Context: an optimization exercise on an open-source flow, tuned for a short achievable clock period and few clock cycles. The choices shown serve that exercise and are no tape-out recipe. At most, simulation tests tie the RTL to the original design; equivalence was not proved. The RTL of run 2 was laid out without a check of its function. Power is estimated from default activity; no workload was simulated.

==> flow/design.v, too long to show whole: its modules and the start of the top module <==
// module CPU: 359 lines
// module mul_stage1: 995 lines
// module mul_stage2: 429 lines
module CPU(clk,
            rst_n,
            wen_D,
            addr_D,
            wdata_D,
            rdata_D,
            addr_I,
            rdata_I);
  // ...
==> flow/flow/run.sh <==
#!/bin/bash
set -euo pipefail
MARGIN=$(cat flow/margin.txt)
bash standard.sh SETUP_SLACK_MARGIN=$MARGIN finish > flow_make.log 2>&1
==> flow/flow/margin.txt <==
7.8
==> flow/standard.sh <==
#!/bin/bash
# synth_recipe.tcl (not shown) runs the flow's synth.tcl, then flattens the netlist and writes it again
# the make line also repeats each setting of config.mk as NAME=value (left out here)
make -C /OpenROAD-flow-scripts/flow DESIGN_CONFIG=/design/flow/config.mk WORK_HOME=/design/flow/orfs CLKGATE_MAP_FILE= SYNTH_SCRIPT=/design/flow/synth_recipe.tcl "${@:-finish}"
==> flow/config.mk <==
export PLATFORM = sky130hd
export DESIGN_NAME = CPU
export DESIGN_NICKNAME = CPU
export VERILOG_FILES = /design/flow/design.v
export SDC_FILE = /design/flow/constraint.sdc
export NUM_CORES = 8
export LEC_CHECK = 0
export ABC_CLOCK_PERIOD_IN_PS = 3500
export CAP_MARGIN = 20
export CORE_MARGIN = 2
export CORE_UTILIZATION = 40
export SLEW_MARGIN = 20
==> flow/constraint.sdc <==
create_clock -name core_clock -period 12.0 [get_ports {clk}]
set_input_delay 2.4000 -clock core_clock [delete_from_list [all_inputs] [get_ports {clk}]]
set_output_delay 2.4000 -clock core_clock [all_outputs]
set_load 0.01 [all_outputs]
==> metrics.cfg, run 1 <==
[outcome]
status = timing/DRC/antenna clean

[timing]
grt_setup_unrepaired = yes
fin_skew_ns = 0.142
finalCriticalPeriod_ns = 5.36
fmax_mhz = 187
worst_slew_pin_slew_ns = 1.35

[power]
ir_worst_vdd_v = 0.000163

[logic_synthesis]
synth_area_leaders = dfrtp_1 29%, ha_1 9.2%, mux2_2 7.2%
yosysTopAreaCell = dfrtp_1

[clock_network]
hold_buffers = 0
htree_levels = 4
cts-resized-gates = 2834
clock_path_buffers = 4

[setup_path]
crit_path_start = x_v
reg2reg_depth = 14
crit_arrival_ns = 6.16
crit_slowest_cell = a21oi_1
cp_top_family = compound AO/OA/AOI/OAI gates
critPathCaptureType = flop
r2r_start = x_v

[finish]
drive_above_1_share = 0.290
buffers = 1985
buffer_area_frac = 0.112
fillerInstances = 36000
final_cells = 24500
regMostFlops = regs.q
seq_cells = 1940
fin_nets = 20500

[placement]
dp.cells = 22700
io_buffers = 162

[global_route]
antenna_found_initial = 74
grt_busiest_layer = met2
grt_pass1_wl_um = 1280000

[worst_hold_path]
min_delay_worst_endpoint = w_rd[4]
hold_path_depth = 0

[floorplanning]
taps = 5265
ioPinCount = 163

[routing]
drt_iter0_drc = 26400

Testbench counts, summed over its fixed seeds: cycles 57,178.
==> run 2, diff against run 1 <==
--- a/flow/design.v
+++ b/flow/design.v
@@ -16,4 +16,3 @@
     localparam [31:0] RESET_PC = 32'h00010000;
-    reg  [31:0] pc_f;         
-    reg  [31:0] pc_n;         
+    reg  [31:0] pc_f;
     reg         x_v;
@@ -22,4 +21,2 @@
     reg         x_ld, x_st, x_br, x_jalr, x_jrok, x_mul, x_div, x_rem, x_pop;
-    reg         x_jlong;      
-    reg  [31:0] x_pc;
     reg  [2:0]  x_f3;
@@ -38,3 +35,2 @@
     reg  [31:0] m_res;
-    reg  [31:0] m_addr;       
     reg  [31:0] m_wdata;
@@ -72,18 +68,6 @@
     wire [31:0] immJ = {{11{fi[31]}}, fi[31], fi[19:12], fi[20], fi[30:21], 1'b0};
-    wire [31:0] pc      = ~pc_n;
-    wire [31:0] f_pc4   = pc + 32'd4;
-    wire [31:0] f_auipcv = pc + immU;
-    function [31:0] sadd(input [31:0] base, input [18:0] hp1, input [18:0] hm1, input [12:0] off);
-        reg [13:0] lo;
-        begin
-            lo = {1'b0, base[12:0]} + {1'b0, off};
-            sadd[12:0] = lo[12:0];
-            sadd[31:13] = (lo[13] & ~off[12]) ? hp1 : (~lo[13] & off[12]) ? hm1 : base[31:13];
-        end
-    endfunction
-    wire [18:0] pc_hp1 = pc[31:13] + 19'd1;
-    wire [18:0] pc_hm1 = pc[31:13] - 19'd1;
-    wire [31:0] f_btgt  = sadd(pc, pc_hp1, pc_hm1, immB[12:0]);
-    wire [31:0] f_jtgt  = sadd(pc, pc_hp1, pc_hm1, immJ[12:0]);
-    wire        f_jfit  = (immJ[20:13] == {8{immJ[12]}});    
+    wire [31:0] f_pc4   = pc_f + 32'd4;
+    wire [31:0] f_btgt  = pc_f + immB;
+    wire [31:0] f_jtgt  = pc_f + immJ;
+    wire [31:0] f_auipcv = pc_f + immU;
     wire f_sub = f_op & ~fi[25] & fi[30];
@@ -100,4 +84,4 @@
     wire hit2_m = m_wr & (m_rd == f_rs2);
-    wire f_dep_x = (f_use1 & hit1_x) | (f_use2 & ~f_st & hit2_x);
-    wire f_haz   = (f_dep_x & (x_mul | x_ld)) | (f_st & hit2_x & x_mul);
+    wire f_dep_x = (f_use1 & hit1_x) | (f_use2 & hit2_x);
+    wire f_haz   = f_dep_x & (x_mul | (x_ld & f_md));
     wire jr_x = x_v & x_wr & (x_rd == f_rs1);
@@ -112,14 +96,9 @@
     wire jsel_1 = ~jr_x & ~jr_m & ~jr_w & jr_1;
-    wire [18:0] xp_hp1 = x_pass[31:13] + 19'd1, xp_hm1 = x_pass[31:13] - 19'd1;
-    wire [18:0] mr_hp1 = m_res[31:13] + 19'd1,  mr_hm1 = m_res[31:13] - 19'd1;
-    wire [18:0] wr_hp1 = w_res[31:13] + 19'd1,  wr_hm1 = w_res[31:13] - 19'd1;
-    wire [18:0] r1_hp1 = rf[1][31:13] + 19'd1,  r1_hm1 = rf[1][31:13] - 19'd1;
-    wire [31:0] jt_x = sadd(x_pass, xp_hp1, xp_hm1, immI[12:0]);
-    wire [31:0] jt_m = sadd(m_res,  mr_hp1, mr_hm1, immI[12:0]);
-    wire [31:0] jt_w = sadd(w_res,  wr_hp1, wr_hm1, immI[12:0]);
-    wire [31:0] jt_1 = sadd(rf[1],  r1_hp1, r1_hm1, immI[12:0]);
+    wire [31:0] jt_x = x_pass + immI;
+    wire [31:0] jt_m = m_res + immI;
+    wire [31:0] jt_w = w_res + immI;
+    wire [31:0] jt_1 = rf[1] + immI;
     wire f_jrok = f_jalr & (jsel_x | jsel_m | jsel_w | jsel_0 | jsel_1);
-    wire f_jok = f_jal & f_jfit;
-    wire f_bt = f_br & (fi[31] | (f_f3 == 3'b001));    
-    wire f_take = f_jok | f_bt | f_jrok;
+    wire f_bt = f_br & fi[31];
+    wire f_take = f_jal | f_bt | f_jrok;
     wire [31:0] f_tgt = ({32{f_jal}} & f_jtgt) | ({32{f_bt}} & f_btgt) |
@@ -129,3 +108,3 @@
     wire [31:0] mul_p;                  
-    reg  [167-1:0] m_mrows;
+    reg  [119-1:0] m_mrows;
     mul_stage2 mul2(.r(m_mrows), .p(mul_p));
@@ -133,5 +112,4 @@
     wire [31:0] rs_e = ({32{x_fs[2]}} & m_res) | ({32{x_fs[1]}} & w_res) | ({32{x_fs[0]}} & x_rf2);
-    wire [31:0] ra = ra_e;
-    wire [31:0] rs = rs_e;
-    wire [31:0] st_data = x_fs[3] ? rdata_D : rs_e;      
+    wire [31:0] ra = ({32{x_fa[3]}} & rdata_D) | ra_e;
+    wire [31:0] rs = ({32{x_fs[3]}} & rdata_D) | rs_e;
     wire [31:0] rb = x_useimm ? x_imm : rs;
@@ -149,5 +127,4 @@
     wire [31:0] jalr_tgt = sum & ~32'd1;
-    wire [31:0] jlong_tgt = x_pc + x_imm;
-    wire x_redirect = x_v & ((x_br & (br_taken ^ x_pred)) | (x_jalr & ~x_jrok) | x_jlong);
-    wire [31:0] x_target = x_jalr ? jalr_tgt : x_jlong ? jlong_tgt : x_alt;
+    wire x_redirect = x_v & ((x_br & (br_taken ^ x_pred)) | (x_jalr & ~x_jrok));
+    wire [31:0] x_target = x_jalr ? jalr_tgt : x_alt;
     reg         dv_busy;
@@ -194,8 +171,4 @@
     wire [35:0] b9  = {b1[32:0], 3'b0} + b1;
-    wire [35:0] c11s = {b1[32:0], 3'b0} ^ {b1[34:0], 1'b0} ^ b1;
-    wire [35:0] c11c = ({b1[32:0], 3'b0} & {b1[34:0], 1'b0}) | ({b1[32:0], 3'b0} & b1) | ({b1[34:0], 1'b0} & b1);
-    wire [35:0] c13s = {b1[32:0], 3'b0} ^ {b1[33:0], 2'b0} ^ b1;
-    wire [35:0] c13c = ({b1[32:0], 3'b0} & {b1[33:0], 2'b0}) | ({b1[32:0], 3'b0} & b1) | ({b1[33:0], 2'b0} & b1);
-    wire [35:0] b11 = c11s + {c11c[34:0], 1'b0};
-    wire [35:0] b13 = c13s + {c13c[34:0], 1'b0};
+    wire [35:0] b11 = {b1[32:0], 3'b0} + b3;
+    wire [35:0] b13 = {b1[32:0], 3'b0} + b5;
     wire [35:0] b15 = {b1[31:0], 4'b0} - b1;
@@ -260,6 +233,6 @@
     end
-    wire [167-1:0] mul_rows;
+    wire [119-1:0] mul_rows;
     mul_stage1 mul1(.a(ra_e), .b(rs_e), .r(mul_rows));
     wire [31:0] x_res = x_div ? dv_res : x_pop ? x_pass : alu;
-    assign addr_D  = m_addr;
+    assign addr_D  = m_res;
     assign wdata_D = m_wdata;
@@ -269,11 +242,13 @@
     wire f_go    = ~f_stall & ~x_redirect;       
-    wire [31:0] pc_next = x_redirect ? x_target : f_stall ? pc : f_take ? f_tgt : f_pc4;
     always @(posedge clk or negedge rst_n) begin
-        if (!rst_n) begin
+        if (!rst_n)
             pc_f <= RESET_PC;
-            pc_n <= ~RESET_PC;
-        end else begin
-            pc_f <= pc_next;
-            pc_n <= ~pc_next;
-        end
+        else if (x_redirect)
+            pc_f <= x_target;
+        else if (f_stall)
+            pc_f <= pc_f;
+        else if (f_take)
+            pc_f <= f_tgt;
+        else
+            pc_f <= f_pc4;
     end
@@ -283,3 +258,2 @@
             x_ld <= 1'b0; x_st <= 1'b0; x_br <= 1'b0; x_jalr <= 1'b0; x_jrok <= 1'b0;
-            x_jlong <= 1'b0; x_pc <= 32'd0;
             x_mul <= 1'b0; x_div <= 1'b0; x_rem <= 1'b0; x_pop <= 1'b0; x_f3 <= 3'd0;
@@ -297,4 +271,2 @@
             x_jrok <= f_jrok;
-            x_jlong <= f_jal & ~f_jfit;
-            x_pc   <= pc;
             x_mul  <= f_mul;
@@ -304,5 +276,5 @@
             x_f3   <= f_f3;
-            x_pred <= f_bt;
-            x_alt  <= f_bt ? f_pc4 : f_btgt;
-            x_imm  <= f_st ? immS : f_jal ? immJ : immI;
+            x_pred <= fi[31];
+            x_alt  <= fi[31] ? f_pc4 : f_btgt;
+            x_imm  <= f_st ? immS : immI;
             x_pass <= f_lui ? immU : f_auipc ? f_auipcv : f_pc4;
@@ -310,3 +282,3 @@
             x_rf2  <= rf2;
-            x_fa   <= {1'b0, hit1_x & ~x_ld, ~hit1_x & hit1_m, ~hit1_x & ~hit1_m};
+            x_fa   <= {hit1_x & x_ld, hit1_x & ~x_ld, ~hit1_x & hit1_m, ~hit1_x & ~hit1_m};
             x_fs   <= {hit2_x & x_ld, hit2_x & ~x_ld, ~hit2_x & hit2_m, ~hit2_x & ~hit2_m};
@@ -319,4 +291,4 @@
             m_wr <= 1'b0; m_rd <= 5'd0; m_ld <= 1'b0; m_mul <= 1'b0;
-            m_res <= 32'd0; m_addr <= 32'd0; m_wdata <= 32'd0; m_wen <= 1'b0;
-            m_mrows <= {167{1'b0}};
+            m_res <= 32'd0; m_wdata <= 32'd0; m_wen <= 1'b0;
+            m_mrows <= {119{1'b0}};
         end else begin
@@ -327,5 +299,3 @@
             m_res   <= x_res;
-            if (x_ld | x_st)
-                m_addr <= sum;
-            m_wdata <= st_data;
+            m_wdata <= rs;
             m_wen   <= x_v & x_st;
@@ -359,3 +329,3 @@
 endmodule
-module mul_stage1(input [31:0] a, input [31:0] b, output [166:0] r);
+module mul_stage1(input [31:0] a, input [31:0] b, output [118:0] r);
   wire one0 = b[0] ^ 1'b0;
@@ -1186,2 +1156,198 @@
   assign xs253 = xs135 ^ xs136 ^ pp15_31;
+  wire xs254;
+  assign xs254 = pp0_6 ^ pp1_6;
+  wire xc255;
+  assign xc255 = pp0_6 & pp1_6;
+  wire xs256;
+  assign xs256 = pp0_7 ^ pp1_7;
+  wire xc257;
+  assign xc257 = pp0_7 & pp1_7;
+  wire xs258;
+  assign xs258 = pp0_8 ^ pp1_8 ^ pp2_8;
+  wire xc259;
+  assign xc259 = (pp0_8 & pp1_8) | (pp0_8 & pp2_8) | (pp1_8 & pp2_8);
+  wire xs260;
+  assign xs260 = pp3_8 ^ pp4_8;
+  wire xc261;
+  assign xc261 = pp3_8 & pp4_8;
+  wire xs262;
+  assign xs262 = pp0_9 ^ pp1_9 ^ pp2_9;
+  wire xc263;
+  assign xc263 = (pp0_9 & pp1_9) | (pp0_9 & pp2_9) | (pp1_9 & pp2_9);
+  wire xs264;
+  assign xs264 = pp3_9 ^ pp4_9;
+  wire xc265;
+  assign xc265 = pp3_9 & pp4_9;
+  wire xs266;
+  assign xs266 = xs137 ^ pp2_10 ^ pp3_10;
+  wire xc267;
+  assign xc267 = (xs137 & pp2_10) | (xs137 & pp3_10) | (pp2_10 & pp3_10);
+  wire xs268;
+  assign xs268 = pp4_10 ^ pp5_10 ^ neg5;
+  wire xc269;
+  assign xc269 = (pp4_10 & pp5_10) | (pp4_10 & neg5) | (pp5_10 & neg5);
+  wire xs270;
+  assign xs270 = xc138 ^ xs139 ^ pp2_11;
+  wire xc271;
+  assign xc271 = (xc138 & xs139) | (xc138 & pp2_11) | (xs139 & pp2_11);
+  wire xs272;
+  assign xs272 = pp3_11 ^ pp4_11 ^ pp5_11;
+  wire xc273;
+  assign xc273 = (pp3_11 & pp4_11) | (pp3_11 & pp5_11) | (pp4_11 & pp5_11);
+  wire xs274;
+  assign xs274 = xc140 ^ xs141 ^ xs143;
+  wire xc275;
+  assign xc275 = (xc140 & xs141) | (xc140 & xs143) | (xs141 & xs143);
+  wire xs276;
+  assign xs276 = pp5_12 ^ pp6_12 ^ neg6;
+  wire xc277;
+  assign xc277 = (pp5_12 & pp6_12) | (pp5_12 & neg6) | (pp6_12 & neg6);
+  wire xs278;
+  assign xs278 = xc142 ^ xc144 ^ xs145;
+  wire xc279;
+  assign xc279 = (xc142 & xc144) | (xc142 & xs145) | (xc144 & xs145);
+  wire xs280;
+  assign xs280 = xs147 ^ pp5_13 ^ pp6_13;
+  wire xc281;
+  assign xc281 = (xs147 & pp5_13) | (xs147 & pp6_13) | (pp5_13 & pp6_13);
+  wire xs282;
+  assign xs282 = xc146 ^ xc148 ^ xs149;
+  wire xc283;
+  assign xc283 = (xc146 & xc148) | (xc146 & xs149) | (xc148 & xs149);
+  wire xs284;
+  assign xs284 = xs151 ^ xs153 ^ neg7;
+  wire xc285;
+  assign xc285 = (xs151 & xs153) | (xs151 & neg7) | (xs153 & neg7);
+  wire xs286;
+  assign xs286 = xc150 ^ xc152 ^ xc154;
+  wire xc287;
+  assign xc287 = (xc150 & xc152) | (xc150 & xc154) | (xc152 & xc154);
+  wire xs288;
+  assign xs288 = xs155 ^ xs157 ^ xs159;
+  wire xc289;
+  assign xc289 = (xs155 & xs157) | (xs155 & xs159) | (xs157 & xs159);
+  wire xs290;
+  assign xs290 = xc156 ^ xc158 ^ xc160;
+  wire xc291;
+  assign xc291 = (xc156 & xc158) | (xc156 & xc160) | (xc158 & xc160);
+  wire xs292;
+  assign xs292 = xs161 ^ xs163 ^ xs165;
+  wire xc293;
+  assign xc293 = (xs161 & xs163) | (xs161 & xs165) | (xs163 & xs165);
+  wire xs294;
+  assign xs294 = xc162 ^ xc164 ^ xc166;
+  wire xc295;
+  assign xc295 = (xc162 & xc164) | (xc162 & xc166) | (xc164 & xc166);
+  wire xs296;
+  assign xs296 = xs167 ^ xs169 ^ xs171;
+  wire xc297;
+  assign xc297 = (xs167 & xs169) | (xs167 & xs171) | (xs169 & xs171);
+  wire xs298;
+  assign xs298 = xc168 ^ xc170 ^ xc172;
+  wire xc299;
+  assign xc299 = (xc168 & xc170) | (xc168 & xc172) | (xc170 & xc172);
+  wire xs300;
+  assign xs300 = xs173 ^ xs175 ^ xs177;
+  wire xc301;
+  assign xc301 = (xs173 & xs175) | (xs173 & xs177) | (xs175 & xs177);
+  wire xs302;
+  assign xs302 = xc174 ^ xc176 ^ xc178;
+  wire xc303;
+  assign xc303 = (xc174 & xc176) | (xc174 & xc178) | (xc176 & xc178);
+  wire xs304;
+  assign xs304 = xs179 ^ xs181 ^ xs183;
+  wire xc305;
+  assign xc305 = (xs179 & xs181) | (xs179 & xs183) | (xs181 & xs183);
+  wire xs306;
+  assign xs306 = xc180 ^ xc182 ^ xc184;
+  wire xc307;
+  assign xc307 = (xc180 & xc182) | (xc180 & xc184) | (xc182 & xc184);
+  wire xs308;
+  assign xs308 = xs185 ^ xs187 ^ xs189;
+  wire xc309;
+  assign xc309 = (xs185 & xs187) | (xs185 & xs189) | (xs187 & xs189);
+  wire xs310;
+  assign xs310 = xc186 ^ xc188 ^ xc190;
+  wire xc311;
+  assign xc311 = (xc186 & xc188) | (xc186 & xc190) | (xc188 & xc190);
+  wire xs312;
+  assign xs312 = xs191 ^ xs193 ^ xs195;
+  wire xc313;
+  assign xc313 = (xs191 & xs193) | (xs191 & xs195) | (xs193 & xs195);
+  wire xs314;
+  assign xs314 = xc192 ^ xc194 ^ xc196;
+  wire xc315;
+  assign xc315 = (xc192 & xc194) | (xc192 & xc196) | (xc194 & xc196);
+  wire xs316;
+  assign xs316 = xs197 ^ xs199 ^ xs201;
+  wire xc317;
+  assign xc317 = (xs197 & xs199) | (xs197 & xs201) | (xs199 & xs201);
+  wire xs318;
+  assign xs318 = xc198 ^ xc200 ^ xc202;
+  wire xc319;
+  assign xc319 = (xc198 & xc200) | (xc198 & xc202) | (xc200 & xc202);
+  wire xs320;
+  assign xs320 = xs203 ^ xs205 ^ xs207;
+  wire xc321;
+  assign xc321 = (xs203 & xs205) | (xs203 & xs207) | (xs205 & xs207);
+  wire xs322;
+  assign xs322 = xc204 ^ xc206 ^ xc208;
+  wire xc323;
+  assign xc323 = (xc204 & xc206) | (xc204 & xc208) | (xc206 & xc208);
+  wire xs324;
+  assign xs324 = xs209 ^ xs211 ^ xs213;
+  wire xc325;
+  assign xc325 = (xs209 & xs211) | (xs209 & xs213) | (xs211 & xs213);
+  wire xs326;
+  assign xs326 = xc210 ^ xc212 ^ xc214;
+  wire xc327;
+  assign xc327 = (xc210 & xc212) | (xc210 & xc214) | (xc212 & xc214);
+  wire xs328;
+  assign xs328 = xs215 ^ xs217 ^ xs219;
+  wire xc329;
+  assign xc329 = (xs215 & xs217) | (xs215 & xs219) | (xs217 & xs219);
+  wire xs330;
+  assign xs330 = xc216 ^ xc218 ^ xc220;
+  wire xc331;
+  assign xc331 = (xc216 & xc218) | (xc216 & xc220) | (xc218 & xc220);
+  wire xs332;
+  assign xs332 = xs221 ^ xs223 ^ xs225;
+  wire xc333;
+  assign xc333 = (xs221 & xs223) | (xs221 & xs225) | (xs223 & xs225);
+  wire xs334;
+  assign xs334 = xc222 ^ xc224 ^ xc226;
+  wire xc335;
+  assign xc335 = (xc222 & xc224) | (xc222 & xc226) | (xc224 & xc226);
+  wire xs336;
+  assign xs336 = xs227 ^ xs229 ^ xs231;
+  wire xc337;
+  assign xc337 = (xs227 & xs229) | (xs227 & xs231) | (xs229 & xs231);
+  wire xs338;
+  assign xs338 = xc228 ^ xc230 ^ xc232;
+  wire xc339;
+  assign xc339 = (xc228 & xc230) | (xc228 & xc232) | (xc230 & xc232);
+  wire xs340;
+  assign xs340 = xs233 ^ xs235 ^ xs237;
+  wire xc341;
+  assign xc341 = (xs233 & xs235) | (xs233 & xs237) | (xs235 & xs237);
+  wire xs342;
+  assign xs342 = xc234 ^ xc236 ^ xc238;
+  wire xc343;
+  assign xc343 = (xc234 & xc236) | (xc234 & xc238) | (xc236 & xc238);
+  wire xs344;
+  assign xs344 = xs239 ^ xs241 ^ xs243;
+  wire xc345;
+  assign xc345 = (xs239 & xs241) | (xs239 & xs243) | (xs241 & xs243);
+  wire xs346;
+  assign xs346 = xc240 ^ xc242 ^ xc244;
+  wire xc347;
+  assign xc347 = (xc240 & xc242) | (xc240 & xc244) | (xc242 & xc244);
+  wire xs348;
+  assign xs348 = xs245 ^ xs247 ^ xs249;
+  wire xc349;
+  assign xc349 = (xs245 & xs247) | (xs245 & xs249) | (xs247 & xs249);
+  wire xs350;
+  assign xs350 = xc246 ^ xc248 ^ xc250;
+  wire xs351;
+  assign xs351 = xs251 ^ xs252 ^ xs253;
   assign r[0] = pp0_0;
@@ -1201,352 +1367,108 @@
   assign r[14] = pp2_5;
-  assign r[15] = pp0_6;
-  assign r[16] = pp1_6;
-  assign r[17] = pp2_6;
-  assign r[18] = pp3_6;
-  assign r[19] = neg3;
-  assign r[20] = pp0_7;
-  assign r[21] = pp1_7;
-  assign r[22] = pp2_7;
-  assign r[23] = pp3_7;
-  assign r[24] = pp0_8;
-  assign r[25] = pp1_8;
-  assign r[26] = pp2_8;
-  assign r[27] = pp3_8;
-  assign r[28] = pp4_8;
-  assign r[29] = neg4;
-  assign r[30] = pp0_9;
-  assign r[31] = pp1_9;
-  assign r[32] = pp2_9;
-  assign r[33] = pp3_9;
-  assign r[34] = pp4_9;
-  assign r[35] = xs137;
-  assign r[36] = pp2_10;
-  assign r[37] = pp3_10;
-  assign r[38] = pp4_10;
-  assign r[39] = pp5_10;
-  assign r[40] = neg5;
-  assign r[41] = xc138;
-  assign r[42] = xs139;
-  assign r[43] = pp2_11;
-  assign r[44] = pp3_11;
-  assign r[45] = pp4_11;
-  assign r[46] = pp5_11;
-  assign r[47] = xc140;
-  assign r[48] = xs141;
-  assign r[49] = xs143;
-  assign r[50] = pp5_12;
-  assign r[51] = pp6_12;
-  assign r[52] = neg6;
-  assign r[53] = xc142;
-  assign r[54] = xc144;
-  assign r[55] = xs145;
-  assign r[56] = xs147;
-  assign r[57] = pp5_13;
-  assign r[58] = pp6_13;
-  assign r[59] = xc146;
-  assign r[60] = xc148;
-  assign r[61] = xs149;
-  assign r[62] = xs151;
-  assign r[63] = xs153;
-  assign r[64] = neg7;
-  assign r[65] = xc150;
-  assign r[66] = xc152;
-  assign r[67] = xc154;
-  assign r[68] = xs155;
-  assign r[69] = xs157;
-  assign r[70] = xs159;
-  assign r[71] = xc156;
-  assign r[72] = xc158;
-  assign r[73] = xc160;
-  assign r[74] = xs161;
-  assign r[75] = xs163;
-  assign r[76] = xs165;
-  assign r[77] = xc162;
-  assign r[78] = xc164;
-  assign r[79] = xc166;
-  assign r[80] = xs167;
-  assign r[81] = xs169;
-  assign r[82] = xs171;
-  assign r[83] = xc168;
-  assign r[84] = xc170;
-  assign r[85] = xc172;
-  assign r[86] = xs173;
-  assign r[87] = xs175;
-  assign r[88] = xs177;
-  assign r[89] = xc174;
-  assign r[90] = xc176;
-  assign r[91] = xc178;
-  assign r[92] = xs179;
-  assign r[93] = xs181;
-  assign r[94] = xs183;
-  assign r[95] = xc180;
-  assign r[96] = xc182;
-  assign r[97] = xc184;
-  assign r[98] = xs185;
-  assign r[99] = xs187;
-  assign r[100] = xs189;
-  assign r[101] = xc186;
-  assign r[102] = xc188;
-  assign r[103] = xc190;
-  assign r[104] = xs191;
-  assign r[105] = xs193;
-  assign r[106] = xs195;
-  assign r[107] = xc192;
-  assign r[108] = xc194;
-  assign r[109] = xc196;
-  assign r[110] = xs197;
-  assign r[111] = xs199;
-  assign r[112] = xs201;
-  assign r[113] = xc198;
-  assign r[114] = xc200;
-  assign r[115] = xc202;
-  assign r[116] = xs203;
-  assign r[117] = xs205;
-  assign r[118] = xs207;
-  assign r[119] = xc204;
-  assign r[120] = xc206;
-  assign r[121] = xc208;
-  assign r[122] = xs209;
-  assign r[123] = xs211;
-  assign r[124] = xs213;
-  assign r[125] = xc210;
-  assign r[126] = xc212;
-  assign r[127] = xc214;
-  assign r[128] = xs215;
-  assign r[129] = xs217;
-  assign r[130] = xs219;
-  assign r[131] = xc216;
-  assign r[132] = xc218;
-  assign r[133] = xc220;
-  assign r[134] = xs221;
-  assign r[135] = xs223;
-  assign r[136] = xs225;
-  assign r[137] = xc222;
-  assign r[138] = xc224;
-  assign r[139] = xc226;
-  assign r[140] = xs227;
-  assign r[141] = xs229;
-  assign r[142] = xs231;
-  assign r[143] = xc228;
-  assign r[144] = xc230;
-  assign r[145] = xc232;
-  assign r[146] = xs233;
-  assign r[147] = xs235;
-  assign r[148] = xs237;
-  assign r[149] = xc234;
-  assign r[150] = xc236;
-  assign r[151] = xc238;
-  assign r[152] = xs239;
-  assign r[153] = xs241;
-  assign r[154] = xs243;
-  assign r[155] = xc240;
-  assign r[156] = xc242;
-  assign r[157] = xc244;
-  assign r[158] = xs245;
-  assign r[159] = xs247;
-  assign r[160] = xs249;
-  assign r[161] = xc246;
-  assign r[162] = xc248;
-  assign r[163] = xc250;
-  assign r[164] = xs251;
-  assign r[165] = xs252;
-  assign r[166] = xs253;
+  assign r[15] = xs254;
+  assign r[16] = pp2_6;
+  assign r[17] = pp3_6;
+  assign r[18] = neg3;
+  assign r[19] = xc255;
+  assign r[20] = xs256;
+  assign r[21] = pp2_7;
+  assign r[22] = pp3_7;
+  assign r[23] = xc257;
+  assign r[24] = xs258;
+  assign r[25] = xs260;
+  assign r[26] = neg4;
+  assign r[27] = xc259;
+  assign r[28] = xc261;
+  assign r[29] = xs262;
+  assign r[30] = xs264;
+  assign r[31] = xc263;
+  assign r[32] = xc265;
+  assign r[33] = xs266;
+  assign r[34] = xs268;
+  assign r[35] = xc267;
+  assign r[36] = xc269;
+  assign r[37] = xs270;
+  assign r[38] = xs272;
+  assign r[39] = xc271;
+  assign r[40] = xc273;
+  assign r[41] = xs274;
+  assign r[42] = xs276;
+  assign r[43] = xc275;
+  assign r[44] = xc277;
+  assign r[45] = xs278;
+  assign r[46] = xs280;
+  assign r[47] = xc279;
+  assign r[48] = xc281;
+  assign r[49] = xs282;
+  assign r[50] = xs284;
+  assign r[51] = xc283;
+  assign r[52] = xc285;
+  assign r[53] = xs286;
+  assign r[54] = xs288;
+  assign r[55] = xc287;
+  assign r[56] = xc289;
+  assign r[57] = xs290;
+  assign r[58] = xs292;
+  assign r[59] = xc291;
+  assign r[60] = xc293;
+  assign r[61] = xs294;
+  assign r[62] = xs296;
+  assign r[63] = xc295;
+  assign r[64] = xc297;
+  assign r[65] = xs298;
+  assign r[66] = xs300;
+  assign r[67] = xc299;
+  assign r[68] = xc301;
+  assign r[69] = xs302;
+  assign r[70] = xs304;
+  assign r[71] = xc303;
+  assign r[72] = xc305;
+  assign r[73] = xs306;
+  assign r[74] = xs308;
+  assign r[75] = xc307;
+  assign r[76] = xc309;
+  assign r[77] = xs310;
+  assign r[78] = xs312;
+  assign r[79] = xc311;
+  assign r[80] = xc313;
+  assign r[81] = xs314;
+  assign r[82] = xs316;
+  assign r[83] = xc315;
+  assign r[84] = xc317;
+  assign r[85] = xs318;
+  assign r[86] = xs320;
+  assign r[87] = xc319;
+  assign r[88] = xc321;
+  assign r[89] = xs322;
+  assign r[90] = xs324;
+  assign r[91] = xc323;
+  assign r[92] = xc325;
+  assign r[93] = xs326;
+  assign r[94] = xs328;
+  assign r[95] = xc327;
+  assign r[96] = xc329;
+  assign r[97] = xs330;
+  assign r[98] = xs332;
+  assign r[99] = xc331;
+  assign r[100] = xc333;
+  assign r[101] = xs334;
+  assign r[102] = xs336;
+  assign r[103] = xc335;
+  assign r[104] = xc337;
+  assign r[105] = xs338;
+  assign r[106] = xs340;
+  assign r[107] = xc339;
+  assign r[108] = xc341;
+  assign r[109] = xs342;
+  assign r[110] = xs344;
+  assign r[111] = xc343;
+  assign r[112] = xc345;
+  assign r[113] = xs346;
+  assign r[114] = xs348;
+  assign r[115] = xc347;
+  assign r[116] = xc349;
+  assign r[117] = xs350;
+  assign r[118] = xs351;
 endmodule
-module mul_stage2(input [166:0] r, output [31:0] p);
-  wire ys254;
-  assign ys254 = r[15] ^ r[16];
-  wire yc255;
-  assign yc255 = r[15] & r[16];
-  wire ys256;
-  assign ys256 = r[20] ^ r[21];
-  wire yc257;
-  assign yc257 = r[20] & r[21];
-  wire ys258;
-  assign ys258 = r[24] ^ r[25] ^ r[26];
-  wire yc259;
-  assign yc259 = (r[24] & r[25]) | (r[24] & r[26]) | (r[25] & r[26]);
-  wire ys260;
-  assign ys260 = r[27] ^ r[28];
-  wire yc261;
-  assign yc261 = r[27] & r[28];
-  wire ys262;
-  assign ys262 = r[30] ^ r[31] ^ r[32];
-  wire yc263;
-  assign yc263 = (r[30] & r[31]) | (r[30] & r[32]) | (r[31] & r[32]);
-  wire ys264;
-  assign ys264 = r[33] ^ r[34];
-  wire yc265;
-  assign yc265 = r[33] & r[34];
-  wire ys266;
-  assign ys266 = r[35] ^ r[36] ^ r[37];
-  wire yc267;
-  assign yc267 = (r[35] & r[36]) | (r[35] & r[37]) | (r[36] & r[37]);
-  wire ys268;
-  assign ys268 = r[38] ^ r[39] ^ r[40];
-  wire yc269;
-  assign yc269 = (r[38] & r[39]) | (r[38] & r[40]) | (r[39] & r[40]);
-  wire ys270;
-  assign ys270 = r[41] ^ r[42] ^ r[43];
-  wire yc271;
-  assign yc271 = (r[41] & r[42]) | (r[41] & r[43]) | (r[42] & r[43]);
-  wire ys272;
-  assign ys272 = r[44] ^ r[45] ^ r[46];
-  wire yc273;
-  assign yc273 = (r[44] & r[45]) | (r[44] & r[46]) | (r[45] & r[46]);
-  wire ys274;
-  assign ys274 = r[47] ^ r[48] ^ r[49];
-  wire yc275;
-  assign yc275 = (r[47] & r[48]) | (r[47] & r[49]) | (r[48] & r[49]);
-  wire ys276;
-  assign ys276 = r[50] ^ r[51] ^ r[52];
-  wire yc277;
-  assign yc277 = (r[50] & r[51]) | (r[50] & r[52]) | (r[51] & r[52]);
-  wire ys278;
-  assign ys278 = r[53] ^ r[54] ^ r[55];
-  wire yc279;
-  assign yc279 = (r[53] & r[54]) | (r[53] & r[55]) | (r[54] & r[55]);
-  wire ys280;
-  assign ys280 = r[56] ^ r[57] ^ r[58];
-  wire yc281;
-  assign yc281 = (r[56] & r[57]) | (r[56] & r[58]) | (r[57] & r[58]);
-  wire ys282;
-  assign ys282 = r[59] ^ r[60] ^ r[61];
-  wire yc283;
-  assign yc283 = (r[59] & r[60]) | (r[59] & r[61]) | (r[60] & r[61]);
-  wire ys284;
-  assign ys284 = r[62] ^ r[63] ^ r[64];
-  wire yc285;
-  assign yc285 = (r[62] & r[63]) | (r[62] & r[64]) | (r[63] & r[64]);
-  wire ys286;
-  assign ys286 = r[65] ^ r[66] ^ r[67];
-  wire yc287;
-  assign yc287 = (r[65] & r[66]) | (r[65] & r[67]) | (r[66] & r[67]);
-  wire ys288;
-  assign ys288 = r[68] ^ r[69] ^ r[70];
-  wire yc289;
-  assign yc289 = (r[68] & r[69]) | (r[68] & r[70]) | (r[69] & r[70]);
-  wire ys290;
-  assign ys290 = r[71] ^ r[72] ^ r[73];
-  wire yc291;
-  assign yc291 = (r[71] & r[72]) | (r[71] & r[73]) | (r[72] & r[73]);
-  wire ys292;
-  assign ys292 = r[74] ^ r[75] ^ r[76];
-  wire yc293;
-  assign yc293 = (r[74] & r[75]) | (r[74] & r[76]) | (r[75] & r[76]);
-  wire ys294;
-  assign ys294 = r[77] ^ r[78] ^ r[79];
-  wire yc295;
-  assign yc295 = (r[77] & r[78]) | (r[77] & r[79]) | (r[78] & r[79]);
-  wire ys296;
-  assign ys296 = r[80] ^ r[81] ^ r[82];
-  wire yc297;
-  assign yc297 = (r[80] & r[81]) | (r[80] & r[82]) | (r[81] & r[82]);
-  wire ys298;
-  assign ys298 = r[83] ^ r[84] ^ r[85];
-  wire yc299;
-  assign yc299 = (r[83] & r[84]) | (r[83] & r[85]) | (r[84] & r[85]);
-  wire ys300;
-  assign ys300 = r[86] ^ r[87] ^ r[88];
-  wire yc301;
-  assign yc301 = (r[86] & r[87]) | (r[86] & r[88]) | (r[87] & r[88]);
-  wire ys302;
-  assign ys302 = r[89] ^ r[90] ^ r[91];
-  wire yc303;
-  assign yc303 = (r[89] & r[90]) | (r[89] & r[91]) | (r[90] & r[91]);
-  wire ys304;
-  assign ys304 = r[92] ^ r[93] ^ r[94];
-  wire yc305;
-  assign yc305 = (r[92] & r[93]) | (r[92] & r[94]) | (r[93] & r[94]);
-  wire ys306;
-  assign ys306 = r[95] ^ r[96] ^ r[97];
-  wire yc307;
-  assign yc307 = (r[95] & r[96]) | (r[95] & r[97]) | (r[96] & r[97]);
-  wire ys308;
-  assign ys308 = r[98] ^ r[99] ^ r[100];
-  wire yc309;
-  assign yc309 = (r[98] & r[99]) | (r[98] & r[100]) | (r[99] & r[100]);
-  wire ys310;
-  assign ys310 = r[101] ^ r[102] ^ r[103];
-  wire yc311;
-  assign yc311 = (r[101] & r[102]) | (r[101] & r[103]) | (r[102] & r[103]);
-  wire ys312;
-  assign ys312 = r[104] ^ r[105] ^ r[106];
-  wire yc313;
-  assign yc313 = (r[104] & r[105]) | (r[104] & r[106]) | (r[105] & r[106]);
-  wire ys314;
-  assign ys314 = r[107] ^ r[108] ^ r[109];
-  wire yc315;
-  assign yc315 = (r[107] & r[108]) | (r[107] & r[109]) | (r[108] & r[109]);
-  wire ys316;
-  assign ys316 = r[110] ^ r[111] ^ r[112];
-  wire yc317;
-  assign yc317 = (r[110] & r[111]) | (r[110] & r[112]) | (r[111] & r[112]);
-  wire ys318;
-  assign ys318 = r[113] ^ r[114] ^ r[115];
-  wire yc319;
-  assign yc319 = (r[113] & r[114]) | (r[113] & r[115]) | (r[114] & r[115]);
-  wire ys320;
-  assign ys320 = r[116] ^ r[117] ^ r[118];
-  wire yc321;
-  assign yc321 = (r[116] & r[117]) | (r[116] & r[118]) | (r[117] & r[118]);
-  wire ys322;
-  assign ys322 = r[119] ^ r[120] ^ r[121];
-  wire yc323;
-  assign yc323 = (r[119] & r[120]) | (r[119] & r[121]) | (r[120] & r[121]);
-  wire ys324;
-  assign ys324 = r[122] ^ r[123] ^ r[124];
-  wire yc325;
-  assign yc325 = (r[122] & r[123]) | (r[122] & r[124]) | (r[123] & r[124]);
-  wire ys326;
-  assign ys326 = r[125] ^ r[126] ^ r[127];
-  wire yc327;
-  assign yc327 = (r[125] & r[126]) | (r[125] & r[127]) | (r[126] & r[127]);
-  wire ys328;
-  assign ys328 = r[128] ^ r[129] ^ r[130];
-  wire yc329;
-  assign yc329 = (r[128] & r[129]) | (r[128] & r[130]) | (r[129] & r[130]);
-  wire ys330;
-  assign ys330 = r[131] ^ r[132] ^ r[133];
-  wire yc331;
-  assign yc331 = (r[131] & r[132]) | (r[131] & r[133]) | (r[132] & r[133]);
-  wire ys332;
-  assign ys332 = r[134] ^ r[135] ^ r[136];
-  wire yc333;
-  assign yc333 = (r[134] & r[135]) | (r[134] & r[136]) | (r[135] & r[136]);
-  wire ys334;
-  assign ys334 = r[137] ^ r[138] ^ r[139];
-  wire yc335;
-  assign yc335 = (r[137] & r[138]) | (r[137] & r[139]) | (r[138] & r[139]);
-  wire ys336;
-  assign ys336 = r[140] ^ r[141] ^ r[142];
-  wire yc337;
-  assign yc337 = (r[140] & r[141]) | (r[140] & r[142]) | (r[141] & r[142]);
-  wire ys338;
-  assign ys338 = r[143] ^ r[144] ^ r[145];
-  wire yc339;
-  assign yc339 = (r[143] & r[144]) | (r[143] & r[145]) | (r[144] & r[145]);
-  wire ys340;
-  assign ys340 = r[146] ^ r[147] ^ r[148];
-  wire yc341;
-  assign yc341 = (r[146] & r[147]) | (r[146] & r[148]) | (r[147] & r[148]);
-  wire ys342;
-  assign ys342 = r[149] ^ r[150] ^ r[151];
-  wire yc343;
-  assign yc343 = (r[149] & r[150]) | (r[149] & r[151]) | (r[150] & r[151]);
-  wire ys344;
-  assign ys344 = r[152] ^ r[153] ^ r[154];
-  wire yc345;
-  assign yc345 = (r[152] & r[153]) | (r[152] & r[154]) | (r[153] & r[154]);
-  wire ys346;
-  assign ys346 = r[155] ^ r[156] ^ r[157];
-  wire yc347;
-  assign yc347 = (r[155] & r[156]) | (r[155] & r[157]) | (r[156] & r[157]);
-  wire ys348;
-  assign ys348 = r[158] ^ r[159] ^ r[160];
-  wire yc349;
-  assign yc349 = (r[158] & r[159]) | (r[158] & r[160]) | (r[159] & r[160]);
-  wire ys350;
-  assign ys350 = r[161] ^ r[162] ^ r[163];
-  wire ys351;
-  assign ys351 = r[164] ^ r[165] ^ r[166];
+module mul_stage2(input [118:0] r, output [31:0] p);
   wire ys352;
@@ -1560,103 +1482,103 @@
   wire ys356;
-  assign ys356 = ys254 ^ r[17] ^ r[18];
+  assign ys356 = r[15] ^ r[16] ^ r[17];
   wire yc357;
-  assign yc357 = (ys254 & r[17]) | (ys254 & r[18]) | (r[17] & r[18]);
+  assign yc357 = (r[15] & r[16]) | (r[15] & r[17]) | (r[16] & r[17]);
   wire ys358;
-  assign ys358 = yc255 ^ ys256 ^ r[22];
+  assign ys358 = r[19] ^ r[20] ^ r[21];
   wire yc359;
-  assign yc359 = (yc255 & ys256) | (yc255 & r[22]) | (ys256 & r[22]);
+  assign yc359 = (r[19] & r[20]) | (r[19] & r[21]) | (r[20] & r[21]);
   wire ys360;
-  assign ys360 = yc257 ^ ys258 ^ ys260;
+  assign ys360 = r[23] ^ r[24] ^ r[25];
   wire yc361;
-  assign yc361 = (yc257 & ys258) | (yc257 & ys260) | (ys258 & ys260);
+  assign yc361 = (r[23] & r[24]) | (r[23] & r[25]) | (r[24] & r[25]);
   wire ys362;
-  assign ys362 = yc259 ^ yc261 ^ ys262;
+  assign ys362 = r[27] ^ r[28] ^ r[29];
   wire yc363;
-  assign yc363 = (yc259 & yc261) | (yc259 & ys262) | (yc261 & ys262);
+  assign yc363 = (r[27] & r[28]) | (r[27] & r[29]) | (r[28] & r[29]);
   wire ys364;
-  assign ys364 = yc263 ^ yc265 ^ ys266;
+  assign ys364 = r[31] ^ r[32] ^ r[33];
   wire yc365;
-  assign yc365 = (yc263 & yc265) | (yc263 & ys266) | (yc265 & ys266);
+  assign yc365 = (r[31] & r[32]) | (r[31] & r[33]) | (r[32] & r[33]);
   wire ys366;
-  assign ys366 = yc267 ^ yc269 ^ ys270;
+  assign ys366 = r[35] ^ r[36] ^ r[37];
   wire yc367;
-  assign yc367 = (yc267 & yc269) | (yc267 & ys270) | (yc269 & ys270);
+  assign yc367 = (r[35] & r[36]) | (r[35] & r[37]) | (r[36] & r[37]);
   wire ys368;
-  assign ys368 = yc271 ^ yc273 ^ ys274;
+  assign ys368 = r[39] ^ r[40] ^ r[41];
   wire yc369;
-  assign yc369 = (yc271 & yc273) | (yc271 & ys274) | (yc273 & ys274);
+  assign yc369 = (r[39] & r[40]) | (r[39] & r[41]) | (r[40] & r[41]);
   wire ys370;
-  assign ys370 = yc275 ^ yc277 ^ ys278;
+  assign ys370 = r[43] ^ r[44] ^ r[45];
   wire yc371;
-  assign yc371 = (yc275 & yc277) | (yc275 & ys278) | (yc277 & ys278);
+  assign yc371 = (r[43] & r[44]) | (r[43] & r[45]) | (r[44] & r[45]);
   wire ys372;
-  assign ys372 = yc279 ^ yc281 ^ ys282;
+  assign ys372 = r[47] ^ r[48] ^ r[49];
   wire yc373;
-  assign yc373 = (yc279 & yc281) | (yc279 & ys282) | (yc281 & ys282);
+  assign yc373 = (r[47] & r[48]) | (r[47] & r[49]) | (r[48] & r[49]);
   wire ys374;
-  assign ys374 = yc283 ^ yc285 ^ ys286;
+  assign ys374 = r[51] ^ r[52] ^ r[53];
   wire yc375;
-  assign yc375 = (yc283 & yc285) | (yc283 & ys286) | (yc285 & ys286);
+  assign yc375 = (r[51] & r[52]) | (r[51] & r[53]) | (r[52] & r[53]);
   wire ys376;
-  assign ys376 = yc287 ^ yc289 ^ ys290;
+  assign ys376 = r[55] ^ r[56] ^ r[57];
   wire yc377;
-  assign yc377 = (yc287 & yc289) | (yc287 & ys290) | (yc289 & ys290);
+  assign yc377 = (r[55] & r[56]) | (r[55] & r[57]) | (r[56] & r[57]);
   wire ys378;
-  assign ys378 = yc291 ^ yc293 ^ ys294;
+  assign ys378 = r[59] ^ r[60] ^ r[61];
   wire yc379;
-  assign yc379 = (yc291 & yc293) | (yc291 & ys294) | (yc293 & ys294);
+  assign yc379 = (r[59] & r[60]) | (r[59] & r[61]) | (r[60] & r[61]);
   wire ys380;
-  assign ys380 = yc295 ^ yc297 ^ ys298;
+  assign ys380 = r[63] ^ r[64] ^ r[65];
   wire yc381;
-  assign yc381 = (yc295 & yc297) | (yc295 & ys298) | (yc297 & ys298);
+  assign yc381 = (r[63] & r[64]) | (r[63] & r[65]) | (r[64] & r[65]);
   wire ys382;
-  assign ys382 = yc299 ^ yc301 ^ ys302;
+  assign ys382 = r[67] ^ r[68] ^ r[69];
   wire yc383;
-  assign yc383 = (yc299 & yc301) | (yc299 & ys302) | (yc301 & ys302);
+  assign yc383 = (r[67] & r[68]) | (r[67] & r[69]) | (r[68] & r[69]);
   wire ys384;
-  assign ys384 = yc303 ^ yc305 ^ ys306;
+  assign ys384 = r[71] ^ r[72] ^ r[73];
   wire yc385;
-  assign yc385 = (yc303 & yc305) | (yc303 & ys306) | (yc305 & ys306);
+  assign yc385 = (r[71] & r[72]) | (r[71] & r[73]) | (r[72] & r[73]);
   wire ys386;
-  assign ys386 = yc307 ^ yc309 ^ ys310;
+  assign ys386 = r[75] ^ r[76] ^ r[77];
   wire yc387;
-  assign yc387 = (yc307 & yc309) | (yc307 & ys310) | (yc309 & ys310);
+  assign yc387 = (r[75] & r[76]) | (r[75] & r[77]) | (r[76] & r[77]);
   wire ys388;
-  assign ys388 = yc311 ^ yc313 ^ ys314;
+  assign ys388 = r[79] ^ r[80] ^ r[81];
   wire yc389;
-  assign yc389 = (yc311 & yc313) | (yc311 & ys314) | (yc313 & ys314);
+  assign yc389 = (r[79] & r[80]) | (r[79] & r[81]) | (r[80] & r[81]);
   wire ys390;
-  assign ys390 = yc315 ^ yc317 ^ ys318;
+  assign ys390 = r[83] ^ r[84] ^ r[85];
   wire yc391;
-  assign yc391 = (yc315 & yc317) | (yc315 & ys318) | (yc317 & ys318);
+  assign yc391 = (r[83] & r[84]) | (r[83] & r[85]) | (r[84] & r[85]);
   wire ys392;
-  assign ys392 = yc319 ^ yc321 ^ ys322;
+  assign ys392 = r[87] ^ r[88] ^ r[89];
   wire yc393;
-  assign yc393 = (yc319 & yc321) | (yc319 & ys322) | (yc321 & ys322);
+  assign yc393 = (r[87] & r[88]) | (r[87] & r[89]) | (r[88] & r[89]);
   wire ys394;
-  assign ys394 = yc323 ^ yc325 ^ ys326;
+  assign ys394 = r[91] ^ r[92] ^ r[93];
   wire yc395;
-  assign yc395 = (yc323 & yc325) | (yc323 & ys326) | (yc325 & ys326);
+  assign yc395 = (r[91] & r[92]) | (r[91] & r[93]) | (r[92] & r[93]);
   wire ys396;
-  assign ys396 = yc327 ^ yc329 ^ ys330;
+  assign ys396 = r[95] ^ r[96] ^ r[97];
   wire yc397;
-  assign yc397 = (yc327 & yc329) | (yc327 & ys330) | (yc329 & ys330);
+  assign yc397 = (r[95] & r[96]) | (r[95] & r[97]) | (r[96] & r[97]);
   wire ys398;
-  assign ys398 = yc331 ^ yc333 ^ ys334;
+  assign ys398 = r[99] ^ r[100] ^ r[101];
   wire yc399;
-  assign yc399 = (yc331 & yc333) | (yc331 & ys334) | (yc333 & ys334);
+  assign yc399 = (r[99] & r[100]) | (r[99] & r[101]) | (r[100] & r[101]);
   wire ys400;
-  assign ys400 = yc335 ^ yc337 ^ ys338;
+  assign ys400 = r[103] ^ r[104] ^ r[105];
   wire yc401;
-  assign yc401 = (yc335 & yc337) | (yc335 & ys338) | (yc337 & ys338);
+  assign yc401 = (r[103] & r[104]) | (r[103] & r[105]) | (r[104] & r[105]);
   wire ys402;
-  assign ys402 = yc339 ^ yc341 ^ ys342;
+  assign ys402 = r[107] ^ r[108] ^ r[109];
   wire yc403;
-  assign yc403 = (yc339 & yc341) | (yc339 & ys342) | (yc341 & ys342);
+  assign yc403 = (r[107] & r[108]) | (r[107] & r[109]) | (r[108] & r[109]);
   wire ys404;
-  assign ys404 = yc343 ^ yc345 ^ ys346;
+  assign ys404 = r[111] ^ r[112] ^ r[113];
   wire yc405;
-  assign yc405 = (yc343 & yc345) | (yc343 & ys346) | (yc345 & ys346);
+  assign yc405 = (r[111] & r[112]) | (r[111] & r[113]) | (r[112] & r[113]);
   wire ys406;
-  assign ys406 = yc347 ^ yc349 ^ ys350;
+  assign ys406 = r[115] ^ r[116] ^ r[117];
   wire ys407;
@@ -1678,103 +1600,103 @@
   wire ys415;
-  assign ys415 = yc355 ^ ys356 ^ r[19];
+  assign ys415 = yc355 ^ ys356 ^ r[18];
   wire yc416;
-  assign yc416 = (yc355 & ys356) | (yc355 & r[19]) | (ys356 & r[19]);
+  assign yc416 = (yc355 & ys356) | (yc355 & r[18]) | (ys356 & r[18]);
   wire ys417;
-  assign ys417 = yc357 ^ ys358 ^ r[23];
+  assign ys417 = yc357 ^ ys358 ^ r[22];
   wire yc418;
-  assign yc418 = (yc357 & ys358) | (yc357 & r[23]) | (ys358 & r[23]);
+  assign yc418 = (yc357 & ys358) | (yc357 & r[22]) | (ys358 & r[22]);
   wire ys419;
-  assign ys419 = yc359 ^ ys360 ^ r[29];
+  assign ys419 = yc359 ^ ys360 ^ r[26];
   wire yc420;
-  assign yc420 = (yc359 & ys360) | (yc359 & r[29]) | (ys360 & r[29]);
+  assign yc420 = (yc359 & ys360) | (yc359 & r[26]) | (ys360 & r[26]);
   wire ys421;
-  assign ys421 = yc361 ^ ys362 ^ ys264;
+  assign ys421 = yc361 ^ ys362 ^ r[30];
   wire yc422;
-  assign yc422 = (yc361 & ys362) | (yc361 & ys264) | (ys362 & ys264);
+  assign yc422 = (yc361 & ys362) | (yc361 & r[30]) | (ys362 & r[30]);
   wire ys423;
-  assign ys423 = yc363 ^ ys364 ^ ys268;
+  assign ys423 = yc363 ^ ys364 ^ r[34];
   wire yc424;
-  assign yc424 = (yc363 & ys364) | (yc363 & ys268) | (ys364 & ys268);
+  assign yc424 = (yc363 & ys364) | (yc363 & r[34]) | (ys364 & r[34]);
   wire ys425;
-  assign ys425 = yc365 ^ ys366 ^ ys272;
+  assign ys425 = yc365 ^ ys366 ^ r[38];
   wire yc426;
-  assign yc426 = (yc365 & ys366) | (yc365 & ys272) | (ys366 & ys272);
+  assign yc426 = (yc365 & ys366) | (yc365 & r[38]) | (ys366 & r[38]);
   wire ys427;
-  assign ys427 = yc367 ^ ys368 ^ ys276;
+  assign ys427 = yc367 ^ ys368 ^ r[42];
   wire yc428;
-  assign yc428 = (yc367 & ys368) | (yc367 & ys276) | (ys368 & ys276);
+  assign yc428 = (yc367 & ys368) | (yc367 & r[42]) | (ys368 & r[42]);
   wire ys429;
-  assign ys429 = yc369 ^ ys370 ^ ys280;
+  assign ys429 = yc369 ^ ys370 ^ r[46];
   wire yc430;
-  assign yc430 = (yc369 & ys370) | (yc369 & ys280) | (ys370 & ys280);
+  assign yc430 = (yc369 & ys370) | (yc369 & r[46]) | (ys370 & r[46]);
   wire ys431;
-  assign ys431 = yc371 ^ ys372 ^ ys284;
+  assign ys431 = yc371 ^ ys372 ^ r[50];
   wire yc432;
-  assign yc432 = (yc371 & ys372) | (yc371 & ys284) | (ys372 & ys284);
+  assign yc432 = (yc371 & ys372) | (yc371 & r[50]) | (ys372 & r[50]);
   wire ys433;
-  assign ys433 = yc373 ^ ys374 ^ ys288;
+  assign ys433 = yc373 ^ ys374 ^ r[54];
   wire yc434;
-  assign yc434 = (yc373 & ys374) | (yc373 & ys288) | (ys374 & ys288);
+  assign yc434 = (yc373 & ys374) | (yc373 & r[54]) | (ys374 & r[54]);
   wire ys435;
-  assign ys435 = yc375 ^ ys376 ^ ys292;
+  assign ys435 = yc375 ^ ys376 ^ r[58];
   wire yc436;
-  assign yc436 = (yc375 & ys376) | (yc375 & ys292) | (ys376 & ys292);
+  assign yc436 = (yc375 & ys376) | (yc375 & r[58]) | (ys376 & r[58]);
   wire ys437;
-  assign ys437 = yc377 ^ ys378 ^ ys296;
+  assign ys437 = yc377 ^ ys378 ^ r[62];
   wire yc438;
-  assign yc438 = (yc377 & ys378) | (yc377 & ys296) | (ys378 & ys296);
+  assign yc438 = (yc377 & ys378) | (yc377 & r[62]) | (ys378 & r[62]);
   wire ys439;
-  assign ys439 = yc379 ^ ys380 ^ ys300;
+  assign ys439 = yc379 ^ ys380 ^ r[66];
   wire yc440;
-  assign yc440 = (yc379 & ys380) | (yc379 & ys300) | (ys380 & ys300);
+  assign yc440 = (yc379 & ys380) | (yc379 & r[66]) | (ys380 & r[66]);
   wire ys441;
-  assign ys441 = yc381 ^ ys382 ^ ys304;
+  assign ys441 = yc381 ^ ys382 ^ r[70];
   wire yc442;
-  assign yc442 = (yc381 & ys382) | (yc381 & ys304) | (ys382 & ys304);
+  assign yc442 = (yc381 & ys382) | (yc381 & r[70]) | (ys382 & r[70]);
   wire ys443;
-  assign ys443 = yc383 ^ ys384 ^ ys308;
+  assign ys443 = yc383 ^ ys384 ^ r[74];
   wire yc444;
-  assign yc444 = (yc383 & ys384) | (yc383 & ys308) | (ys384 & ys308);
+  assign yc444 = (yc383 & ys384) | (yc383 & r[74]) | (ys384 & r[74]);
   wire ys445;
-  assign ys445 = yc385 ^ ys386 ^ ys312;
+  assign ys445 = yc385 ^ ys386 ^ r[78];
   wire yc446;
-  assign yc446 = (yc385 & ys386) | (yc385 & ys312) | (ys386 & ys312);
+  assign yc446 = (yc385 & ys386) | (yc385 & r[78]) | (ys386 & r[78]);
   wire ys447;
-  assign ys447 = yc387 ^ ys388 ^ ys316;
+  assign ys447 = yc387 ^ ys388 ^ r[82];
   wire yc448;
-  assign yc448 = (yc387 & ys388) | (yc387 & ys316) | (ys388 & ys316);
+  assign yc448 = (yc387 & ys388) | (yc387 & r[82]) | (ys388 & r[82]);
   wire ys449;
-  assign ys449 = yc389 ^ ys390 ^ ys320;
+  assign ys449 = yc389 ^ ys390 ^ r[86];
   wire yc450;
-  assign yc450 = (yc389 & ys390) | (yc389 & ys320) | (ys390 & ys320);
+  assign yc450 = (yc389 & ys390) | (yc389 & r[86]) | (ys390 & r[86]);
   wire ys451;
-  assign ys451 = yc391 ^ ys392 ^ ys324;
+  assign ys451 = yc391 ^ ys392 ^ r[90];
   wire yc452;
-  assign yc452 = (yc391 & ys392) | (yc391 & ys324) | (ys392 & ys324);
+  assign yc452 = (yc391 & ys392) | (yc391 & r[90]) | (ys392 & r[90]);
   wire ys453;
-  assign ys453 = yc393 ^ ys394 ^ ys328;
+  assign ys453 = yc393 ^ ys394 ^ r[94];
   wire yc454;
-  assign yc454 = (yc393 & ys394) | (yc393 & ys328) | (ys394 & ys328);
+  assign yc454 = (yc393 & ys394) | (yc393 & r[94]) | (ys394 & r[94]);
   wire ys455;
-  assign ys455 = yc395 ^ ys396 ^ ys332;
+  assign ys455 = yc395 ^ ys396 ^ r[98];
   wire yc456;
-  assign yc456 = (yc395 & ys396) | (yc395 & ys332) | (ys396 & ys332);
+  assign yc456 = (yc395 & ys396) | (yc395 & r[98]) | (ys396 & r[98]);
   wire ys457;
-  assign ys457 = yc397 ^ ys398 ^ ys336;
+  assign ys457 = yc397 ^ ys398 ^ r[102];
   wire yc458;
-  assign yc458 = (yc397 & ys398) | (yc397 & ys336) | (ys398 & ys336);
+  assign yc458 = (yc397 & ys398) | (yc397 & r[102]) | (ys398 & r[102]);
   wire ys459;
-  assign ys459 = yc399 ^ ys400 ^ ys340;
+  assign ys459 = yc399 ^ ys400 ^ r[106];
   wire yc460;
-  assign yc460 = (yc399 & ys400) | (yc399 & ys340) | (ys400 & ys340);
+  assign yc460 = (yc399 & ys400) | (yc399 & r[106]) | (ys400 & r[106]);
   wire ys461;
-  assign ys461 = yc401 ^ ys402 ^ ys344;
+  assign ys461 = yc401 ^ ys402 ^ r[110];
   wire yc462;
-  assign yc462 = (yc401 & ys402) | (yc401 & ys344) | (ys402 & ys344);
+  assign yc462 = (yc401 & ys402) | (yc401 & r[110]) | (ys402 & r[110]);
   wire ys463;
-  assign ys463 = yc403 ^ ys404 ^ ys348;
+  assign ys463 = yc403 ^ ys404 ^ r[114];
   wire yc464;
-  assign yc464 = (yc403 & ys404) | (yc403 & ys348) | (ys404 & ys348);
+  assign yc464 = (yc403 & ys404) | (yc403 & r[114]) | (ys404 & r[114]);
   wire ys465;
-  assign ys465 = yc405 ^ ys406 ^ ys351;
+  assign ys465 = yc405 ^ ys406 ^ r[118];
   wire [31:0] sa = {yc464, yc462, yc460, yc458, yc456, yc454, yc452, yc450, yc448, yc446, yc444, yc442, yc440, yc438, yc436, yc434, yc432, yc430, yc428, yc426, yc424, yc422, yc420, yc418, yc416, yc414, yc412, yc410, yc408, ys407, r[2], r[0]};
==> flow/flow/margin.txt (replaced) <==
8.4
==> run 2 against run 1 <==
First-iteration DRC count rose by 4.3%. Sequential power fell by 15%. Combinational power rose by 21%. Sequential cell count fell by 153. Clock skew fell by 0.024 ns. Power rose by 8.7%. Critical path depth rose by 15. Final cell count fell by 0.95%. Largest cell class unchanged. Worst setup slack got worse by 1.2 ns.
==> metrics.cfg, run 2 <==
[clock_network]
cts_num_sinks = 1787  ; was 1,940
clk_pin_slew_ns = 0.06  ; was 0.07 ns
cts_inserted_buffers = 216  ; was 230
hold_buffers = 0  ; unchanged
cts_tree = yes  ; unchanged
clock_path_buffers = 4  ; unchanged
insertion_delay_ns = 1.01  ; was 1.08 ns
htree_levels = 4  ; unchanged
cts_root_buf = clkbuf_16  ; unchanged

[logic_synthesis]
syn_nets = 19200  ; was 19.4k
yosysSeqAreaShare = 0.287  ; was 0.304
syn_area_um2 = 156000  ; was 160,000 µm²
yosys-top-cells-count = 1,757 x dfrtp_1, 1,441 x nand2_1, 1,251 x ha_1, 1,235 x o21ai_0, 1,140 x a21oi_1  ; was 1,879 x dfrtp_1, 1,389 x nand2_1, 1,225 x o21ai_0, 1,172 x ha_1, 1,105 x a21oi_1
ys_seq_elements = 1787  ; was 1,940
synth_edf_count = 0  ; unchanged
async_flop_share = 1.00  ; unchanged
avgSynthCellArea_um2 = 8.84  ; was 8.94 µm²
yosysTopAreaCell = dfrtp_1  ; unchanged
syn_inst = 17700  ; was 17.9k
yosys_warnings = 1  ; unchanged
synth_cell_type_count = 109  ; was 97
yosys.area.top_type_share = 0.282  ; was 0.294
synth_most_common_cell = dfrtp_1  ; unchanged
synth_area_leaders = dfrtp_1 28%, ha_1 10%, mux2_2 7.8%  ; was dfrtp_1 29%, ha_1 9.2%, mux2_2 7.2%
synth_ff_type = dfrtp_1  ; unchanged

[setup_path]
cp_top_family = compound AO/OA/AOI/OAI gates  ; unchanged
crit_fanout = 18  ; was 43
path_class = reg2reg  ; unchanged
critPathMaxStageDelay_ns = 0.48  ; was 0.90 ns
startpoint_type = flop  ; unchanged
worstPathRequired_ns = 12.81  ; was 12.80 ns
crit_path_start = x_fs[2]  ; was x_v
r2r_start = x_fs[2]  ; was x_v
critPathCaptureType = flop  ; unchanged
cp_num_buf_inv = 5  ; unchanged
crit_arrival_ns = 7.32  ; was 6.16 ns
crit_slowest_cell = or4_1  ; was a21oi_1

[timing]
period_share = 0.543  ; was 0.447
worst_slew_pin_slew_ns = 1.25  ; was 1.35 ns
grt_setup_unrepaired = yes  ; unchanged
final-hold-violation-count = 0  ; unchanged
finalCriticalPeriod_ns = 6.51  ; was 5.36 ns
maxSlewViolCount = 0  ; unchanged
setup_viol = 0  ; unchanged
setup-tns-final_ns = 0  ; unchanged
relSlewSlack = 0.163  ; was 0.0986
fmax_mhz = 154  ; was 187 MHz
fin_skew_ns = 0.118  ; was 0.142 ns
worst_slack_ns = 5.49  ; was 6.64 ns

[routing]
dr.pass1.iters = 17  ; was 14
wire_per_inst_um = 39.2  ; was 38.5 µm
drt_iter0_drc = 27500  ; was 26.4k
vias = 171000  ; was 172k
drc = 0  ; unchanged
via_per_inst = 7.05  ; was 7.02
drt_wl_total_um = 953000  ; was 945,000 µm
postRouteAntennaNets = 0  ; unchanged

[placement]
io_buffers = 162  ; unchanged
dp_hpwl_um = 617000  ; was 592,000 µm
place_ws_ns = 4.17  ; was 3.75 ns
dpl_cell_area_um2 = 168000  ; was 171,000 µm²
gp_congestion = 1.08  ; was 1.10

[global_route]
antenna_found_initial = 88  ; was 74
grt_pass1_vias = 159000  ; was 163k
grt_pass1_wl_um = 1280000  ; about the same
grt-ovfl-total = 0  ; unchanged
grt_use_total = 0.454  ; was 0.443
grt_start_max_net_pins = 189  ; was 168

[power]
power.leakage_uw = 0.0922  ; was 0.0935 µW
ir_worst_vdd_v = 0.000300  ; was 0.000163 V
powerDensity_nw_per_um2 = 219  ; was 200 nW/µm²
p_total_uw = 45400  ; was 41,700 µW

[worst_hold_path]
hp-start = m_wr  ; was m_rd[4]
hp-class = reg2reg  ; unchanged

[floorplanning]
ioPinCount = 163  ; unchanged
row_count = 229  ; was 232
dieArea_um2 = 395000  ; was 406,000 µm²
start_util = 0.401  ; about the same
fp.dieH_um = 629  ; was 637 µm
die_x_um = 629  ; was 637 µm
core_um2 = 389000  ; was 399,000 µm²

[finish]
reg.largest.list = regs.q (992), m_mrows (119), dv_m13 (36)  ; was regs.q (992), m_mrows (167), dv_m13 (36)
final_common_cell = dfrtp_1  ; unchanged
mostFrequentLayoutCells = 1,670 x dfrtp_1, 1,209 x buf_4, 1,174 x nand2_1  ; was 1,825 x dfrtp_1, 1,257 x nand2_1, 1,034 x buf_4
drive_above_1_share = 0.330  ; was 0.290
fillerInstances = 34900  ; was 36.0k
largest_reg_flops = 992  ; unchanged
post-route-util = 0.532  ; was 0.524
fin_nets = 20400  ; was 20.5k
fin_area_um2 = 207000  ; was 209,000 µm²
syn2layout_area_growth_pct = 32.6  ; was 30.5%
regMostFlops = regs.q  ; unchanged

[outcome]
status = timing/DRC/antenna clean  ; unchanged

[run]
max_cap_viol_count = 0  ; unchanged

[run 2: through the flow]
step | hold WS (ns) | std cells
floorplan | 0.374 | 17700
global placement | 0.392 | 22400
detailed placement | 0.399 | 22400
global route | 0.431 | 24200
finish | 0.410 | 24300
CTS | 0.411 | 23800
[run 2: final cells by class]
| cell class | count | area (µm²) | area share |
|---|---|---|---|
| Timing Repair inverter | 2 | 25.0 | 0.000121 |
| Clock inverter | 104 | 1470 | 0.00711 |
| Antenna cell | 50 | 125 | 0.000605 |
| Tap cell | 5197 | 6500 | 0.0314 |
| Sequential cell | 1787 | 44900 | 0.217 |
| Timing Repair Buffer | 2091 | 23800 | 0.115 |
| Clock buffer | 298 | 6230 | 0.0301 |
| Multi-Input combinational cell | 14000 | 121000 | 0.584 |
| Inverter | 737 | 3060 | 0.0148 |
[run 2: metal layers]
| metal | track usage | wire length (µm) | part of all wire |
|---|---|---|---|
| met5 | 0.00676 | 656 | 0.00069 |
| met4 | 0.400 | 108000 | 0.11 |
| met3 | 0.182 | 138000 | 0.14 |
| met2 | 0.620 | 368000 | 0.39 |
| met1 | 0.547 | 339000 | 0.36 |
[run 2: power by group]
part	leakage, µW	internal [µW]	switching (µW)	total (µW)
Sequential	0.0241	6560	719	7280
Clock	0.00376	4260	3130	7390
Combinational	0.0643	11600	19100	30700
Total	0.0922	22400	22900	45400
[run 2: worst register-to-register path: cells and delay by family, from the launching register on]
| family | cells | cell delay [ns] |
|---|---|---|
| flip-flops | 1 | 0.43 |
| XOR/XNOR | 2 | 0.22 |
| buffers and inverters | 5 | 0.99 |
| AND/OR/NAND/NOR | 5 | 0.86 |
| adder cells (fa/ha/maj) | 2 | 0.62 |
| AO/OA/AOI/OAI | 15 | 3.22 |
[run 2: path summary, 6_finish.rpt]
check | to | depth (start not counted) | slack, ns
max in group asynchronous | dv_m5[30] | 3 | 8.50
worst min register to register | w_wr | 0 | 0.41
worst max-delay path | dv_m11[34] | 29 | 5.49
worst max register to register | dv_m11[34] | 29 | 5.49
min in group asynchronous | m_wdata[25] | 1 | 1.33
worst min-delay path | w_wr | 0 | 0.41
[run 2: cells by family after synthesis]
| kind of cell | count (synthesis) | share of synthesized area |
|---|---|---|
| adders and majority gates | 1463 | 0.128 |
| buffers and inverters | 1872 | 0.0461 |
| DFF | 1787 | 0.287 |
| AOI/OAI and AO/OA | 5993 | 0.263 |
| and+or+nand+nor | 4155 | 0.124 |
| xor gates and xnor gates | 1149 | 0.0645 |
| muxes | 1241 | 0.0885 |
[run 2: timing repair]
item / in CTS / in global routing
setup endpoints to repair: 945 / 1582
gates cloned: 105 / 19
resized for setup: 3515 / 1014
setup buffers: 881 / 418
pin swaps: 849 / 645

-- re-timing with driven ports --
Ports are ideal in the flow. The routed layouts listed here were re-timed in OpenROAD.
Step 1: set_driving_cell puts a clkbuf_16 on clk and a buf_2 on each other input, an assumption about the parent block.
Step 2 moves the port delays by t, midway between the first and last clock arrival at a register: inputs arrive t later, outputs are due t later. That takes back most of the time a late clock gives input paths.
Three values: no drivers, after step 1, after step 2; two values: the first two.
| run | t, ns | setup WS [ns] | worst hold slack (ns) | slew at the worst register clock pin (ns) |
|---|---|---|---|---|
| run 1 | 1.131 | 6.640 / 6.640 / 5.775 | 0.458 / 0.458 / 0.458 | 0.08 / 0.08 |
| run 2 | 1.072 | 5.489 / 5.489 / 5.489 | 0.410 / 0.410 / 0.410 | 0.07 / 0.07 |
After both steps every run listed still meets setup and hold. For run 1, which loses most, drivers alone change the setup slack by 0.000 ns; drivers and shift together by -0.865 ns.
